What follows belongs to an exercise in optimizing a design on an open flow for small area; a production flow would make more cautious choices.
In this exercise RTL edits were held to simulation tests only and were not proved equivalent to the original.
No driver is modelled on the clock port, so clocking that relies on it looks cheaper here than on a real chip.
Power figures rest on the tool's default switching activity, not on a simulated workload.

## main
## part3_core
module part3_core (CLOCK_50, reset, SW, LEDR, read_ready, write_ready,
                   readdata_left, readdata_right, read, write,
                   writedata_left, writedata_right, rom_address, rom_q);
Settings: LEC_CHECK=0, CAP_MARGIN=20, CORE_MARGIN=2, CORE_UTILIZATION=60, PLACE_DENSITY=0.72, SLEW_MARGIN=20; clock period 10.0 ns.
standard.sh (not shown) runs the stock make flow with config.mk's settings and CLKGATE_MAP_FILE= SYNTH_SCRIPT=/design/flow/synth_recipe.tcl, a recipe that flattens the netlist after the stock synthesis.
==> flow/flow/run.sh <==
#!/bin/bash
# Standard ORFS layout (the standard.sh) with smaller port buffers, a
# clock tree of small buffers without dummy loads, and power recovery
# (downsizing) after global route.
set -euo pipefail
bash standard.sh \
  "BUFFER_PORTS_ARGS=-buffer_cell sky130_fd_sc_hd__buf_1" \
  "CTS_ARGS=-sink_clustering_enable -repair_clock_nets -dont_use_dummy_load -buf_list sky130_fd_sc_hd__clkbuf_4 -sink_clustering_size 10 -sink_clustering_max_diameter 30" \
  "RECOVER_POWER=100" \
  finish > flow_make.log 2>&1
Ran to the end and failed final checks on capacitance limit, slew limit: main.
### main -> the feature branch
Settings: SLEW_MARGIN: 20 -> 0; CAP_MARGIN: 20 -> 0.
==> flow/flow/run.sh <==
#!/bin/bash
# Standard ORFS layout (the standard.sh) with smaller port buffers and a
# clock tree of small buffers without dummy loads.
set -euo pipefail
bash standard.sh \
  "BUFFER_PORTS_ARGS=-buffer_cell sky130_fd_sc_hd__buf_1" \
  "CTS_ARGS=-sink_clustering_enable -repair_clock_nets -dont_use_dummy_load -buf_list sky130_fd_sc_hd__clkbuf_4 -sink_clustering_size 11 -sink_clustering_max_diameter 35" \
  finish > flow_make.log 2>&1
[summary]
The feature branch went all the way through synthesis, placement and routing and the layout is clean on timing, DRC and antenna. Delta (the feature branch minus main): number of standard cells in the layout, taps in and fillers out now sits lower, first-iteration DRC count rose 87, combinational power share climbed 0.3 points, synthesized instance count did not really move, transition at the pin with the smallest max-transition slack decreased by 3.29 ns relative to the old numbers. The feature branch vs. main: post-synth design cell area did not really move; area used by sequential logic in the layout did not really move. Diff main -> the feature branch: critical path depth fell 1, number of I/O port buffers neither gained nor lost much, total chip power shrank by about 1.6%.

========
## v48
The RTL this note starts from:
==> flow/design.v <==
module fifo_ctrl #(parameter ADDR_WIDTH=5)
                 (clk, reset, w, en, empty, full);
	input  logic clk, reset, w, en;
	output logic empty, full;
	logic [ADDR_WIDTH-1:0] c;
	assign empty = (c == 0);
	always_ff @(posedge clk) begin
		if (reset) begin
			c    <= 0;
			full <= 0;
		end
		else if (full) begin
			if (w & ~en)
				full <= 0;                
		end
		else if (en) begin
			if (&c)
				full <= 1;
			else
				c <= c + 1'b1;
		end
	end
endmodule   
module fifo #(parameter DATA_WIDTH=19, ADDR_WIDTH=5)
            (clk, en, w_data, r_data);
	input  logic clk, en;
	input  logic [DATA_WIDTH-1:0] w_data;
	output logic [DATA_WIDTH-1:0] r_data;
	logic [DATA_WIDTH-1:0] sr [0:2**ADDR_WIDTH-1];
	always_ff @(posedge clk) begin
		if (en) begin
			sr[0] <= w_data;
			for (int i = 1; i < 2**ADDR_WIDTH; i++)
				sr[i] <= sr[i-1];
		end
	end
	assign r_data = sr[2**ADDR_WIDTH-1];
endmodule   
module accumulator #(parameter W=19, SPLIT=16)
                   (clk, reset, en, full, head, w_data, q);
	input  logic clk, reset, en, full;
	input  logic [W-1:0] head, w_data;
	output logic [23:0] q;
	logic [W-1:0] rn;    
	logic [23:0] a, b, s, c, y, sum;
	logic [24:0] cy, cy0, cy1;
	logic [23:0] sum0, sum1;
	always_ff @(posedge clk)
		rn <= ~(full ? head : '0);
	assign a = {{(24-W){rn[W-1]}}, rn};
	assign b = {{(24-W){w_data[W-1]}}, w_data};
	assign s = q ^ a ^ b;
	assign c = (q & a) | (q & b) | (a & b);
	assign y = {c[22:0], 1'b1};
	always_comb begin
		cy = '0; cy0 = '0; cy1 = '0;
		sum = '0; sum0 = '0; sum1 = '0;
		for (int i = 0; i < SPLIT; i++) begin
			sum[i]  = s[i] ^ y[i] ^ cy[i];
			cy[i+1] = (s[i] & y[i]) | (s[i] & cy[i]) | (y[i] & cy[i]);
		end
		cy0[SPLIT] = 1'b0;
		cy1[SPLIT] = 1'b1;
		for (int i = SPLIT; i < 24; i++) begin
			sum0[i]  = s[i] ^ y[i] ^ cy0[i];
			cy0[i+1] = (s[i] & y[i]) | (s[i] & cy0[i]) | (y[i] & cy0[i]);
			sum1[i]  = s[i] ^ y[i] ^ cy1[i];
			cy1[i+1] = (s[i] & y[i]) | (s[i] & cy1[i]) | (y[i] & cy1[i]);
			sum[i]   = cy[SPLIT] ? sum1[i] : sum0[i];
		end
	end
	always_ff @(posedge clk) begin
		if (reset)
			q <= 0;
		else if (en)
			q <= sum;
	end
endmodule  
module part3_core (CLOCK_50, reset, SW, LEDR, read_ready, write_ready,
                   readdata_left, readdata_right, read, write,
                   writedata_left, writedata_right, rom_address, rom_q);
	parameter N = 5;
	input logic CLOCK_50;
	input logic reset;                               
	input logic [9:0] SW;
	output logic [9:0] LEDR;
	input logic read_ready, write_ready;
	input logic [23:0] readdata_left, readdata_right;
	output logic read, write;
	output logic [23:0] writedata_left, writedata_right;
	output logic [15:0] rom_address;
	input logic [23:0] rom_q;
	logic w, en;                        
	logic empty, full;                  
	logic [23:0] unfiltered_L, unfiltered_R;
	logic [23:0] filtered_L, filtered_R;
	logic [23-N:0] head_L, head_R;    
	assign w  = read_ready & write_ready;
	assign en = SW[8] & w;
	assign read  = w;
	assign write = w;
	assign LEDR[9] = SW[9];
	assign LEDR[8] = SW[8];
	assign LEDR[7:4] = 4'b0;
	assign LEDR[0] = empty;
	assign LEDR[1] = full;
	assign LEDR[2] = empty;
	assign LEDR[3] = full;
	assign unfiltered_L = SW[9] ? rom_q : readdata_left;
	assign unfiltered_R = SW[9] ? rom_q : readdata_right;
	assign writedata_left  = SW[8] ? filtered_L : unfiltered_L;
	assign writedata_right = SW[8] ? filtered_R : unfiltered_R;
	logic [15:0] current;
	assign rom_address = current;
	always_ff @(posedge CLOCK_50) begin
		if (current == 16'd47999 | reset)
			current <= 0;
		else if (w)
			current <= current + 1'b1;
	end
	fifo_ctrl #(N) ctrl (.clk(CLOCK_50), .reset, .w, .en, .empty, .full);
	fifo #(24-N, N) bufferL (.clk(CLOCK_50), .en, .w_data(unfiltered_L[23:N]), .r_data(head_L));
	fifo #(24-N, N) bufferR (.clk(CLOCK_50), .en, .w_data(unfiltered_R[23:N]), .r_data(head_R));
	accumulator #(24-N) accumulateL (.clk(CLOCK_50), .reset, .en, .full, .head(head_L), .w_data(unfiltered_L[23:N]), .q(filtered_L));
	accumulator #(24-N) accumulateR (.clk(CLOCK_50), .reset, .en, .full, .head(head_R), .w_data(unfiltered_R[23:N]), .q(filtered_R));
endmodule  
Settings: LEC_CHECK=0, CAP_MARGIN=0, CORE_MARGIN=2, CORE_UTILIZATION=50, PLACE_DENSITY=0.62, SLEW_MARGIN=0; clock period 10.0 ns.
==> flow/flow/run.sh <==
#!/bin/bash
# Standard ORFS layout (the standard.sh) with smaller port buffers and a
# clock tree of small buffers without dummy loads; after CTS the leaf buffers
# whose flip-flops see a high clock slew are upsized (flow/post_cts.tcl).
set -euo pipefail
export CLK_SLEW_FIX=0.115
bash standard.sh \
  "BUFFER_PORTS_ARGS=-buffer_cell sky130_fd_sc_hd__buf_1" \
  "CTS_ARGS=-sink_clustering_enable -repair_clock_nets -dont_use_dummy_load -buf_list sky130_fd_sc_hd__clkbuf_4 -sink_clustering_size 10 -sink_clustering_max_diameter 50" \
  "POST_CTS_TCL=$PWD/flow/post_cts.tcl" \
  finish > flow_make.log 2>&1
==> flow/flow/post_cts.tcl <==
# Upsize the clock buffers that drive flip-flop clock pins with a high
# estimated slew, then legalize the placement again.
estimate_parasitics -placement
set thr [expr {[info exists ::env(CLK_SLEW_FIX)] ? $::env(CLK_SLEW_FIX) : 0.100}]
set drivers {}
foreach pin [get_pins -hierarchical */CLK] {
  if {[get_property $pin slew_max] > $thr} {
    set net [get_nets -of_objects $pin]
    foreach d [get_pins -of_objects $net -filter "direction==output"] {
      lappend drivers [get_full_name [get_cells -of_objects $d]]
    }
  }
}
set drivers [lsort -unique $drivers]
puts "clock slew fix: upsizing [llength $drivers] clock buffers"
foreach i $drivers {
  set master [get_property [get_cells $i] ref_name]
  if {$master eq "sky130_fd_sc_hd__clkbuf_4"} {
    replace_cell [get_cells $i] sky130_fd_sc_hd__clkbuf_8
  }
}
detailed_placement
check_placement -verbose
estimate_parasitics -placement
## Diff of input files: v5 against v48
Settings: PLACE_DENSITY changed from 0.62 to 0.72; CORE_UTILIZATION changed from 50 to 60.
--- a/flow/flow/run.sh
+++ b/flow/flow/run.sh
@@ -8,3 +8,3 @@
   "BUFFER_PORTS_ARGS=-buffer_cell sky130_fd_sc_hd__buf_1" \
-  "CTS_ARGS=-sink_clustering_enable -repair_clock_nets -dont_use_dummy_load -buf_list sky130_fd_sc_hd__clkbuf_4 -sink_clustering_size 10 -sink_clustering_max_diameter 50" \
+  "CTS_ARGS=-sink_clustering_enable -repair_clock_nets -dont_use_dummy_load -buf_list sky130_fd_sc_hd__clkbuf_4 -sink_clustering_size 11 -sink_clustering_max_diameter 50" \
   "POST_CTS_TCL=$PWD/flow/post_cts.tcl" \
Results
v5 reached the final stage; the timing, design-rule and antenna checks on its layout passed. Going from v48 to v5, total power draw shrinks by about 0.37%. Proportion of power drawn by combinational gates of v5 is on par with v48. Between v5 and v48, the global-route met3 utilization is lower for v48. Relative to v48, the final cell count of v5 is lower by about 6.5%. Looking at global routing usage summed across all routing layers, v5 sits above v48. Lower total wire length goes to v5 over v48. Compared with v48, in v5 final antenna diode count went up by 6, share of total power in sequential cells now sits higher, combinational power flat, leakage power of the design now sits lower.
Input changes introduced in v46 (baseline for comparison: v5):
Settings: changing PLACE_DENSITY from 0.72 to 0.8; changing CORE_UTILIZATION from 60 to 70.
--- a/flow/flow/run.sh
+++ b/flow/flow/run.sh
@@ -5,3 +5,3 @@
 set -euo pipefail
-export CLK_SLEW_FIX=0.115
+export CLK_SLEW_FIX=0.108
 bash standard.sh \
Uppermost layer routed: met5 -> v46, met4 -> v5. Comparing v5 and v46, first-iteration DRC count is higher on v5. Taking v46 over v5, the count of filler cells inserted in the layout ratio works out to 0.67. In the reports for v5 and v46, the larger number of non-clock buffers belongs to v5. v46 against v5: register cell area after layout stayed essentially flat; minimum setup slack in the final design lower.

-- what the ideal ports hide --
In the flow no input, the clock included, has a driving cell. The finished layouts below were timed again as built, in two steps. Step 1: set_driving_cell puts a clkbuf_16 on CLOCK_50 and a buf_2 on each other input, an assumption about the parent block. Step 2 adds t to the input delays and takes it off the output delays; t is the mean of the earliest and latest rising clock arrival at the registers after step 1. Input paths then give back, and output paths get back, about the clock's delay inside the block. a / b / c = ideal ports / drivers / drivers and shift; a / b = the first two.
| run | t, ns | setup WS [ns] | worst setup path after step 2 | worst data-port slew with drivers (ns) |
|---|---|---|---|---|
| main | 1.028 | 0.439 / 0.299 / -0.729 | input to register | 0.19 |
| the feature branch | 0.998 | 0.537 / 0.453 / -0.545 | input to register | 0.17 |
| v48 | 1.016 | 0.395 / 0.423 / -0.592 | input to register | 0.04 |
| v5 | 1.027 | 0.368 / 0.278 / -0.749 | input to register | 0.14 |
| v46 | 1.031 | 0.320 / 0.260 / -0.771 | input to register | 0.18 |
For main, which loses most, drivers alone change the setup slack by -0.140 ns; drivers and shift together by -1.168 ns.
